This design comes from an exercise in tuning for small area on the open sky130 flow, not from production work. Only simulation tests tie the RTL to the original design; equivalence was not proved. The clock port is modelled as an ideal driver, which makes a skipped or thinned clock tree look cheaper than it is; a real chip needs a root buffer or a tree. No activity file was given, so power comes from the tool's default toggle rates.

## digital_clock
module digital_clock(
    output [7:0] seg_out,
    output [3:0] seg_digit,
    input clk,
    input reset
    );
==> module digital_clock, before the edit <==
module digital_clock(
    output [7:0] seg_out,
    output [3:0] seg_digit,
    input clk,
    input reset
    );
	reg  [4:0] scn_q;
	wire [4:0] scn_n;
	wire [4:0] scn = scn_q ^ 5'd0;
	reg  [10:0] tim_q;
	wire [10:0] tim_n;
	wire [10:0] tim = tim_q ^ 11'd0;
	reg  [1:0] sel_q;
	wire [1:0] sel_n;
	wire [1:0] sel = sel_q ^ 2'd0;
	reg  [3:0] min01_q;
	wire [3:0] min01_n;
	wire [3:0] min01 = min01_q ^ 4'd0;
	reg  [2:0] min10_q;
	wire [2:0] min10_n;
	wire [2:0] min10 = min10_q ^ 3'd0;
	reg  [3:0] hour01_q;
	wire [3:0] hour01_n;
	wire [3:0] hour01 = hour01_q ^ 4'd4;
	reg  [1:0] hour10_q;
	wire [1:0] hour10_n;
	wire [1:0] hour10 = hour10_q ^ 2'd1;
	wire tend = ~tim[10] & tim[9] & tim[8] & ~tim[7] & (tim[6:0] == 7'd0);
	wire p1 = (~scn[2] & ~scn[0]) | (~scn[3] & ~scn[0]) | (scn[4] & scn[2] & scn[1] & scn[0]) | (scn[4] & ~scn[3] & scn[1]);
	wire mtick = tend & p1;
	wire stick = (scn[4] & ~scn[3] & scn[2] & ~scn[1]);
	wire c1 = min01[3] & min01[1];
	wire c2 = min10[2] & min10[1];
	wire c3 = hour01[3] & hour01[1];
	assign scn_n = {scn[3:0], (~scn[3] & ~scn[1]) | (~scn[4] & scn[2]) | (scn[4] & ~scn[2])};
	assign tim_n = {tim[9:0], ~(tim[10] ^ tim[8]) | tend};    
	assign sel_n = {sel[1] ^ (sel[0] & stick), sel[0] ^ stick};
	assign min01_n[0] = min01[0] ^ mtick;
	assign min01_n[1] = (min01[1] & ~min01[3]) ^ (mtick & min01[0]);
	assign min01_n[2] = min01[2] ^ (mtick & min01[0] & min01[1]);
	assign min01_n[3] = (min01[3] & ~min01[1]) | (mtick & min01[0] & min01[1] & min01[2]);
	assign min10_n[0] = min10[0] ^ c1;
	assign min10_n[1] = (min10[1] & ~min10[2]) ^ (c1 & min10[0]);
	assign min10_n[2] = min10[2] ^ (min10[1] & (min10[2] | (c1 & min10[0])));
	assign hour01_n[0] = hour01[0] ^ c2;
	assign hour01_n[1] = (hour01[1] & ~hour01[3]) ^ (c2 & hour01[0]);
	assign hour01_n[2] = (hour01[2] & ~hour10[1]) ^ (c2 & hour01[0] & hour01[1]);
	assign hour01_n[3] = (hour01[3] & ~hour01[1]) | (c2 & hour01[0] & hour01[1] & hour01[2]);
	assign hour10_n[0] = hour10[0] ^ c3;
	assign hour10_n[1] = (hour10[1] & ~hour01[2]) | (hour10[0] & c3);
	wire [1:0] dsel = {sel[1] ^ (sel[0] & stick), sel[0] ^ stick};
	assign seg_digit = ~(4'b0001 << dsel);
	wire [3:0] x;
	assign x[3] = ~sel[0] & (sel[1] ? hour01[3] : min01[3]);
	assign x[2] = sel[1] ? (~sel[0] & hour01[2]) : (sel[0] ? min10[2] : min01[2]);
	assign x[1] = sel[1] ? (sel[0] ? hour10[1] : hour01[1]) : (sel[0] ? min10[1] : min01[1]);
	assign x[0] = sel[1] ? (sel[0] ? hour10[0] : hour01[0]) : (sel[0] ? min10[0] : min01[0]);
	assign seg_out[7] = x[3] | x[1] | ~(x[2] ^ x[0]);
	assign seg_out[6] = ~(x[2] & (x[1] ^ x[0]));
	assign seg_out[5] = x[3] | x[2] | ~x[1] | x[0];
	assign seg_out[4] = ~((~x[1] & (x[2] ^ x[0])) | (x[2] & x[1] & x[0]));
	assign seg_out[3] = ~x[0] & (~x[2] | x[1]);
	assign seg_out[2] = ~((~x[3] & ~x[2] & (x[1] | x[0])) | (x[1] & x[0]));
	assign seg_out[1] = ~((~x[3] & ~x[2] & ~x[1]) | (x[2] & x[1] & x[0]) | (x[3] & x[1]));
	assign seg_out[0] = 1'b0;
	always @(posedge clk, negedge reset) begin
		if (!reset) begin
			scn_q <= 5'd9 ^ 5'd0;
			tim_q <= 11'b01110000000 ^ 11'd0;
			sel_q <= 2'b00 ^ 2'd0;
			min01_q <= 4'd0 ^ 4'd0;
			min10_q <= 3'd0 ^ 3'd0;
			hour01_q <= 4'd0 ^ 4'd4;
			hour10_q <= 2'd0 ^ 2'd1;
		end else begin
			scn_q <= scn_n ^ 5'd0;
			tim_q <= tim_n ^ 11'd0;
			sel_q <= sel_n ^ 2'd0;
			min01_q <= min01_n ^ 4'd0;
			min10_q <= min10_n ^ 3'd0;
			hour01_q <= hour01_n ^ 4'd4;
			hour10_q <= hour10_n ^ 2'd1;
		end
	end
endmodule
clock: 5.0 ns
lec_check: 0
cap_margin: 20
core_area: 2.3 2.72 59.8 59.84
die_area: 0 0 62.1 62.1
gpl_timing_driven: 0
place_density: 0.75
slew_margin: 20
standard.sh (not shown) runs the stock make flow with config.mk's settings and CLKGATE_MAP_FILE= SYNTH_SCRIPT=/design/flow/synth_recipe.tcl, a recipe that flattens the netlist after the stock synthesis.
==> flow/flow/run.sh <==
#!/bin/bash
# Own layout flow: the standard flow, except
#  - synthesis maps the logic with an area-oriented ABC script and no adder
#    cells, tried with a few seeds; the smallest netlist whose registers match
#    the standard synthesis (names and cell types) is laid out,
#  - ports are buffered with the smallest buffer (also the one synthesis puts
#    on the constant output),
#  - the clock tree CTS builds is replaced by one buffer (post_cts.tcl).
# Each tool's output goes to a log file of its own in this folder.
set -euo pipefail
W=$(pwd)
F=$W/flow
R=$W/orfs/results/$FLOW_PLATFORM/digital_clock/base

# 1. the standard synthesis, for its register names
bash standard.sh synth > std_synth.log 2>&1
cp $R/1_2_yosys.v std_netlist.v

# 2. our synthesis, with a few seeds of ABC's deepsyn; keep the smallest netlist
#    whose registers match the standard synthesis
cands=""
for seed in 0 1 2 3 4 5 6 7; do
  sed "s/@SEED@/$seed/" $F/abc_area.script > abc_area_$seed.script
  export OWN_ABC_SCRIPT=$W/abc_area_$seed.script
  make -C $FLOW_HOME DESIGN_CONFIG=$FLOW_CONFIG WORK_HOME=$W/orfs_own_$seed CLKGATE_MAP_FILE= \
    SYNTH_SCRIPT=$F/own_synth.tcl ADDER_MAP_FILE= \
    "MIN_BUF_CELL_AND_PORTS=sky130_fd_sc_hd__buf_1 A X" synth > own_synth_$seed.log 2>&1 || true
  cp $W/orfs_own_$seed/results/$FLOW_PLATFORM/digital_clock/base/1_2_yosys.v own_netlist_$seed.v || true
  cands="$cands own_netlist_$seed.v"
done
best=$(python3 $F/pick.py std_netlist.v $cands 2> pick.log)
echo "picked: $best" >> pick.log
if [[ "$best" != "none" ]]; then
  cp $best $R/1_2_yosys.v
  touch $R/1_2_yosys.v
fi

# 3. the rest of the standard flow
export BUFFER_PORTS_ARGS="-buffer_cell sky130_fd_sc_hd__buf_1"
CTS_DEFAULT="-sink_clustering_enable -repair_clock_nets -dont_use_dummy_load -buf_list {sky130_fd_sc_hd__clkbuf_2 sky130_fd_sc_hd__clkbuf_4 sky130_fd_sc_hd__clkbuf_8}"
export CTS_ARGS="${OWN_CTS_ARGS:-$CTS_DEFAULT}"
export OWN_CLK_BUF=${OWN_CLK_BUF:-sky130_fd_sc_hd__buf_12}
export OWN_CLK_NBUF=${OWN_CLK_NBUF:-1}
export POST_CTS_TCL=$F/post_cts.tcl
bash standard.sh finish > finish.log 2>&1
Other scripts of this flow, unchanged in this note and not shown: flow/flow/abc_area.script, flow/flow/own_synth.tcl, flow/flow/pick.py, flow/flow/post_cts.tcl
Change:
--- a/flow/design.v
+++ b/flow/design.v
@@ -24,9 +24,9 @@
 	wire [3:0] hour01_n;
 	wire [3:0] hour01 = hour01_q ^ 4'd4;
 	reg  [1:0] hour10_q;
 	wire [1:0] hour10_n;
-	wire [1:0] hour10 = hour10_q ^ 2'd1;
+	wire [1:0] hour10 = hour10_q ^ 2'd0;
 	wire tend = ~tim[10] & tim[9] & tim[8] & ~tim[7] & (tim[6:0] == 7'd0);
 	wire p1 = (~scn[2] & ~scn[0]) | (~scn[3] & ~scn[0]) | (scn[4] & scn[2] & scn[1] & scn[0]) | (scn[4] & ~scn[3] & scn[1]);
 	wire mtick = tend & p1;
 	wire stick = (scn[4] & ~scn[3] & scn[2] & ~scn[1]);
@@ -71,16 +71,16 @@
 			sel_q <= 2'b00 ^ 2'd0;
 			min01_q <= 4'd0 ^ 4'd0;
 			min10_q <= 3'd0 ^ 3'd0;
 			hour01_q <= 4'd0 ^ 4'd4;
-			hour10_q <= 2'd0 ^ 2'd1;
+			hour10_q <= 2'd0 ^ 2'd0;
 		end else begin
 			scn_q <= scn_n ^ 5'd0;
 			tim_q <= tim_n ^ 11'd0;
 			sel_q <= sel_n ^ 2'd0;
 			min01_q <= min01_n ^ 4'd0;
 			min10_q <= min10_n ^ 3'd0;
 			hour01_q <= hour01_n ^ 4'd4;
-			hour10_q <= hour10_n ^ 2'd1;
+			hour10_q <= hour10_n ^ 2'd0;
 		end
 	end
 endmodule
What happened: Design area fell by 0.56%; wire length rose by 4.7%; combinational power fell by about 1%; flip-flop and latch count is unchanged; critical path depth fell by 1; global-route usage rose by 1.5 points; total power barely changes; area after synthesis fell by 0.61%.
In every run of this note, the design's own scripts or RTL, not TritonCTS, make the clock network.

========
digital_clock, a different RTL version from the one above (not shown whole).
Size in the first run: about 110 cells after synthesis, roughly 14 I/O pins, roughly 0.0012 mm² of cells after synthesis.
==> module digital_clock, before the edit <==
module digital_clock(
    output [7:0] seg_out,
    output [3:0] seg_digit,
    input clk,
    input reset
    );
	reg  [2:0] pre_q;
	wire [2:0] pre_n;
	wire [2:0] pre = pre_q ^ 3'd0;
	reg  [2:0] sev_q;
	wire [2:0] sev_n;
	wire [2:0] sev = sev_q ^ 3'd0;
	reg  [10:0] tim_q;
	wire [10:0] tim_n;
	wire [10:0] tim = tim_q ^ 11'd1;
	reg  [1:0] sel_q;
	wire [1:0] sel_n;
	wire [1:0] sel = sel_q ^ 2'd2;
	reg  [3:0] min01_q;
	wire [3:0] min01_n;
	wire [3:0] min01 = min01_q ^ 4'd0;
	reg  [2:0] min10_q;
	wire [2:0] min10_n;
	wire [2:0] min10 = min10_q ^ 3'd0;
	reg  [3:0] hour01_q;
	wire [3:0] hour01_n;
	wire [3:0] hour01 = hour01_q ^ 4'd4;
	reg  [1:0] hour10_q;
	wire [1:0] hour10_n;
	wire [1:0] hour10 = hour10_q ^ 2'd0;
	wire tend = ~tim[10] & tim[9] & tim[8] & (tim[6:0] == 7'd0);
	wire mtick = tend & pre[1] & pre[0];              
	wire stick = pre[2] & pre[1] & sev[1] & sev[0];   
	wire c1 = min01[3] & min01[1];
	wire c2 = min10[2] & min10[1];
	wire c3 = hour01[3] & hour01[1];
	assign pre_n = {pre[1:0], ~pre[0] | pre[2]};
	assign sev_n = {sev[1:0], ~(sev[2] ^ sev[1])};
	assign tim_n = {tim[9:0], ~(tim[10] ^ tim[8]) ^ tend};
	assign sel_n = {sel[1] ^ (sel[0] & stick), sel[0] ^ stick};
	assign min01_n[0] = min01[0] ^ mtick;
	assign min01_n[1] = (min01[1] & ~min01[3]) ^ (mtick & min01[0]);
	assign min01_n[2] = min01[2] ^ (mtick & min01[0] & min01[1]);
	assign min01_n[3] = (min01[3] & ~min01[1]) | (mtick & min01[0] & min01[1] & min01[2]);
	assign min10_n[0] = min10[0] ^ c1;
	assign min10_n[1] = (min10[1] & ~min10[2]) ^ (c1 & min10[0]);
	assign min10_n[2] = min10[2] ^ (min10[1] & (min10[2] | (c1 & min10[0])));
	assign hour01_n[0] = hour01[0] ^ c2;
	assign hour01_n[1] = (hour01[1] & ~hour01[3]) ^ (c2 & hour01[0]);
	assign hour01_n[2] = (hour01[2] & ~hour10[1]) ^ (c2 & hour01[0] & hour01[1]);
	assign hour01_n[3] = (hour01[3] & ~hour01[1]) | (c2 & hour01[0] & hour01[1] & hour01[2]);
	assign hour10_n[0] = hour10[0] ^ c3;
	assign hour10_n[1] = (hour10[1] & ~hour01[2]) | (hour10[0] & c3);
	wire [1:0] dsel = {sel[1] ^ (sel[0] & stick), sel[0] ^ stick};
	assign seg_digit = ~(4'b0001 << dsel);
	wire [3:0] x;
	assign x[3] = ~sel[0] & (sel[1] ? hour01[3] : min01[3]);
	assign x[2] = sel[1] ? (~sel[0] & hour01[2]) : (sel[0] ? min10[2] : min01[2]);
	assign x[1] = sel[1] ? (sel[0] ? hour10[1] : hour01[1]) : (sel[0] ? min10[1] : min01[1]);
	assign x[0] = sel[1] ? (sel[0] ? hour10[0] : hour01[0]) : (sel[0] ? min10[0] : min01[0]);
	assign seg_out[7] = x[3] | x[1] | ~(x[2] ^ x[0]);
	assign seg_out[6] = ~(x[2] & (x[1] ^ x[0]));
	assign seg_out[5] = x[3] | x[2] | ~x[1] | x[0];
	assign seg_out[4] = ~((~x[1] & (x[2] ^ x[0])) | (x[2] & x[1] & x[0]));
	assign seg_out[3] = ~x[0] & (~x[2] | x[1]);
	assign seg_out[2] = ~((~x[3] & ~x[2] & (x[1] | x[0])) | (x[1] & x[0]));
	assign seg_out[1] = ~((~x[3] & ~x[2] & ~x[1]) | (x[2] & x[1] & x[0]) | (x[3] & x[1]));
	assign seg_out[0] = 1'b0;
	always @(posedge clk, negedge reset) begin
		if (!reset) begin
			pre_q <= 3'b000 ^ 3'd0;
			sev_q <= 3'b000 ^ 3'd0;
			tim_q <= 11'b00110000000 ^ 11'd1;
			sel_q <= 2'b00 ^ 2'd2;
			min01_q <= 4'd0 ^ 4'd0;
			min10_q <= 3'd0 ^ 3'd0;
			hour01_q <= 4'd0 ^ 4'd4;
			hour10_q <= 2'd0 ^ 2'd0;
		end else begin
			pre_q <= pre_n ^ 3'd0;
			sev_q <= sev_n ^ 3'd0;
			tim_q <= tim_n ^ 11'd1;
			sel_q <= sel_n ^ 2'd2;
			min01_q <= min01_n ^ 4'd0;
			min10_q <= min10_n ^ 3'd0;
			hour01_q <= hour01_n ^ 4'd4;
			hour10_q <= hour10_n ^ 2'd0;
		end
	end
endmodule
==> flow/config.mk <==
export PLATFORM = sky130hd
export DESIGN_NAME = digital_clock
export DESIGN_NICKNAME = digital_clock
export VERILOG_FILES = /design/flow/design.v
export SDC_FILE = /design/flow/constraint.sdc
export NUM_CORES = 4
export LEC_CHECK = 0
export CAP_MARGIN = 20
export CORE_AREA = 2.3 2.72 59.8 59.84
export DIE_AREA = 0 0 62.1 62.1
export PLACE_DENSITY = 0.75
export SLEW_MARGIN = 20
==> flow/constraint.sdc <==
create_clock -name core_clock -period 5.0 [get_ports {clk}]
set_input_delay 1.0000 -clock core_clock [delete_from_list [all_inputs] [get_ports {clk}]]
set_output_delay 1.0000 -clock core_clock [all_outputs]
set_load 0.01 [all_outputs]
==> flow/flow/run.sh <==
#!/bin/bash
# Own layout flow: the standard flow, except
#  - synthesis maps the logic with an area-oriented ABC script and no adder
#    cells, tried with a few seeds; the smallest netlist whose registers match
#    the standard synthesis (names and cell types) is laid out,
#  - ports are buffered with the smallest buffer (also the one synthesis puts
#    on the constant output),
#  - the clock tree CTS builds is replaced by one buffer (post_cts.tcl).
# Each tool's output goes to a log file of its own in this folder.
set -euo pipefail
W=$(pwd)
F=$W/flow
R=$W/orfs/results/$FLOW_PLATFORM/digital_clock/base

# 1. the standard synthesis, for its register names
bash standard.sh synth > std_synth.log 2>&1
cp $R/1_2_yosys.v std_netlist.v

# 2. our synthesis, with a few seeds of ABC's deepsyn; keep the smallest netlist
#    whose registers match the standard synthesis
cands=""
for seed in 0 1 2 3; do
  sed "s/@SEED@/$seed/" $F/abc_area.script > abc_area_$seed.script
  export OWN_ABC_SCRIPT=$W/abc_area_$seed.script
  make -C $FLOW_HOME DESIGN_CONFIG=$FLOW_CONFIG WORK_HOME=$W/orfs_own_$seed CLKGATE_MAP_FILE= \
    SYNTH_SCRIPT=$F/own_synth.tcl ADDER_MAP_FILE= \
    "MIN_BUF_CELL_AND_PORTS=sky130_fd_sc_hd__buf_1 A X" synth > own_synth_$seed.log 2>&1 || true
  cp $W/orfs_own_$seed/results/$FLOW_PLATFORM/digital_clock/base/1_2_yosys.v own_netlist_$seed.v || true
  cands="$cands own_netlist_$seed.v"
done
best=$(python3 $F/pick.py std_netlist.v $cands 2> pick.log)
echo "picked: $best" >> pick.log
if [[ "$best" != "none" ]]; then
  cp $best $R/1_2_yosys.v
  touch $R/1_2_yosys.v
fi

# 3. the rest of the standard flow
export BUFFER_PORTS_ARGS="-buffer_cell sky130_fd_sc_hd__buf_1"
CTS_DEFAULT="-sink_clustering_enable -repair_clock_nets -dont_use_dummy_load -buf_list {sky130_fd_sc_hd__clkbuf_2 sky130_fd_sc_hd__clkbuf_4 sky130_fd_sc_hd__clkbuf_8}"
export CTS_ARGS="${OWN_CTS_ARGS:-$CTS_DEFAULT}"
export OWN_CLK_BUF=${OWN_CLK_BUF:-sky130_fd_sc_hd__buf_12}
export OWN_CLK_NBUF=${OWN_CLK_NBUF:-1}
export POST_CTS_TCL=$F/post_cts.tcl
bash standard.sh finish > finish.log 2>&1
Other scripts of this flow, unchanged in this note and not shown: flow/flow/abc_area.script, flow/flow/own_synth.tcl, flow/flow/pick.py, flow/flow/post_cts.tcl
The starting point completed without violations.
Change:
--- a/flow/design.v
+++ b/flow/design.v
@@ -2,45 +2,42 @@
 module digital_clock(
     output [7:0] seg_out,
     output [3:0] seg_digit,
     input clk,
     input reset
     );
-	reg  [2:0] pre_q;
-	wire [2:0] pre_n;
-	wire [2:0] pre = pre_q ^ 3'd0;
-	reg  [2:0] sev_q;
-	wire [2:0] sev_n;
-	wire [2:0] sev = sev_q ^ 3'd0;
+	reg  [4:0] scn_q;
+	wire [4:0] scn_n;
+	wire [4:0] scn = scn_q ^ 5'd0;
 	reg  [10:0] tim_q;
 	wire [10:0] tim_n;
-	wire [10:0] tim = tim_q ^ 11'd1;
+	wire [10:0] tim = tim_q ^ 11'd0;
 	reg  [1:0] sel_q;
 	wire [1:0] sel_n;
-	wire [1:0] sel = sel_q ^ 2'd2;
+	wire [1:0] sel = sel_q ^ 2'd0;
 	reg  [3:0] min01_q;
 	wire [3:0] min01_n;
 	wire [3:0] min01 = min01_q ^ 4'd0;
 	reg  [2:0] min10_q;
 	wire [2:0] min10_n;
 	wire [2:0] min10 = min10_q ^ 3'd0;
 	reg  [3:0] hour01_q;
 	wire [3:0] hour01_n;
 	wire [3:0] hour01 = hour01_q ^ 4'd4;
 	reg  [1:0] hour10_q;
 	wire [1:0] hour10_n;
-	wire [1:0] hour10 = hour10_q ^ 2'd0;
-	wire tend = ~tim[10] & tim[9] & tim[8] & (tim[6:0] == 7'd0);
-	wire mtick = tend & pre[1] & pre[0];              
-	wire stick = pre[2] & pre[1] & sev[1] & sev[0];   
+	wire [1:0] hour10 = hour10_q ^ 2'd1;
+	wire tend = ~tim[10] & tim[9] & tim[8] & ~tim[7] & (tim[6:0] == 7'd0);
+	wire p1 = (~scn[2] & ~scn[0]) | (~scn[3] & ~scn[0]) | (scn[4] & scn[2] & scn[1] & scn[0]) | (scn[4] & ~scn[3] & scn[1]);
+	wire mtick = tend & p1;
+	wire stick = (scn[4] & ~scn[3] & scn[2] & ~scn[1]);
 	wire c1 = min01[3] & min01[1];
 	wire c2 = min10[2] & min10[1];
 	wire c3 = hour01[3] & hour01[1];
-	assign pre_n = {pre[1:0], ~pre[0] | pre[2]};
-	assign sev_n = {sev[1:0], ~(sev[2] ^ sev[1])};
-	assign tim_n = {tim[9:0], ~(tim[10] ^ tim[8]) ^ tend};
+	assign scn_n = {scn[3:0], (~scn[3] & ~scn[1]) | (~scn[4] & scn[2]) | (scn[4] & ~scn[2])};
+	assign tim_n = {tim[9:0], ~(tim[10] ^ tim[8]) | tend};    
 	assign sel_n = {sel[1] ^ (sel[0] & stick), sel[0] ^ stick};
 	assign min01_n[0] = min01[0] ^ mtick;
 	assign min01_n[1] = (min01[1] & ~min01[3]) ^ (mtick & min01[0]);
 	assign min01_n[2] = min01[2] ^ (mtick & min01[0] & min01[1]);
 	assign min01_n[3] = (min01[3] & ~min01[1]) | (mtick & min01[0] & min01[1] & min01[2]);
 	assign min10_n[0] = min10[0] ^ c1;
@@ -66,26 +63,24 @@
 	assign seg_out[3] = ~x[0] & (~x[2] | x[1]);
 	assign seg_out[2] = ~((~x[3] & ~x[2] & (x[1] | x[0])) | (x[1] & x[0]));
 	assign seg_out[1] = ~((~x[3] & ~x[2] & ~x[1]) | (x[2] & x[1] & x[0]) | (x[3] & x[1]));
 	assign seg_out[0] = 1'b0;
 	always @(posedge clk, negedge reset) begin
 		if (!reset) begin
-			pre_q <= 3'b000 ^ 3'd0;
-			sev_q <= 3'b000 ^ 3'd0;
-			tim_q <= 11'b00110000000 ^ 11'd1;
-			sel_q <= 2'b00 ^ 2'd2;
+			scn_q <= 5'd9 ^ 5'd0;
+			tim_q <= 11'b01110000000 ^ 11'd0;
+			sel_q <= 2'b00 ^ 2'd0;
 			min01_q <= 4'd0 ^ 4'd0;
 			min10_q <= 3'd0 ^ 3'd0;
 			hour01_q <= 4'd0 ^ 4'd4;
-			hour10_q <= 2'd0 ^ 2'd0;
+			hour10_q <= 2'd0 ^ 2'd1;
 		end else begin
-			pre_q <= pre_n ^ 3'd0;
-			sev_q <= sev_n ^ 3'd0;
-			tim_q <= tim_n ^ 11'd1;
-			sel_q <= sel_n ^ 2'd2;
+			scn_q <= scn_n ^ 5'd0;
+			tim_q <= tim_n ^ 11'd0;
+			sel_q <= sel_n ^ 2'd0;
 			min01_q <= min01_n ^ 4'd0;
 			min10_q <= min10_n ^ 3'd0;
 			hour01_q <= hour01_n ^ 4'd4;
-			hour10_q <= hour10_n ^ 2'd0;
+			hour10_q <= hour10_n ^ 2'd1;
 		end
 	end
 endmodule
=> Sequential share of layout area falls by 1.4 points; wire length rises by 0.70%; via count climbs by 3.5%; sequential power fell by about 3%; combinational power is lower by 3.7%; synthesized area drops by 0.51%; power drops by 2.8%; design area goes down by 0.46%.
No run of this note takes its clock network from TritonCTS; it comes from the design's own scripts or RTL.

## afterwards: timing with drivers on the ports
How much do the figures lean on ideal ports? The routed layouts below were timed once more, with nothing changed but the port constraints.
Step 1 sets driving cells, clkbuf_16 on the clock port and buf_2 on the other inputs (assumed; they add their load-dependent delay and slew).
Step 2 also shifts input and output timing later by t, the mid clock arrival at the registers, as if the neighbouring blocks saw the same clock.
Three values: ideal ports, drivers, drivers and shift; two values: the first two.
| run | t, ns | setup slack, ns | slew at the worst register clock pin (ns) |
|---|---|---|---|
| the first run of note 1 | 0.167 | 1.917 / 1.888 / 2.055 | 0.11 / 0.11 |
| the second run of note 1 | 0.173 | 1.789 / 1.754 / 1.928 | 0.11 / 0.11 |
| the first run of note 2 | 0.170 | 1.899 / 1.872 / 2.041 | 0.11 / 0.11 |
| the second run of note 2 | 0.170 | 1.893 / 1.864 / 2.033 | 0.11 / 0.11 |
After both steps setup and hold are still met in every run listed.
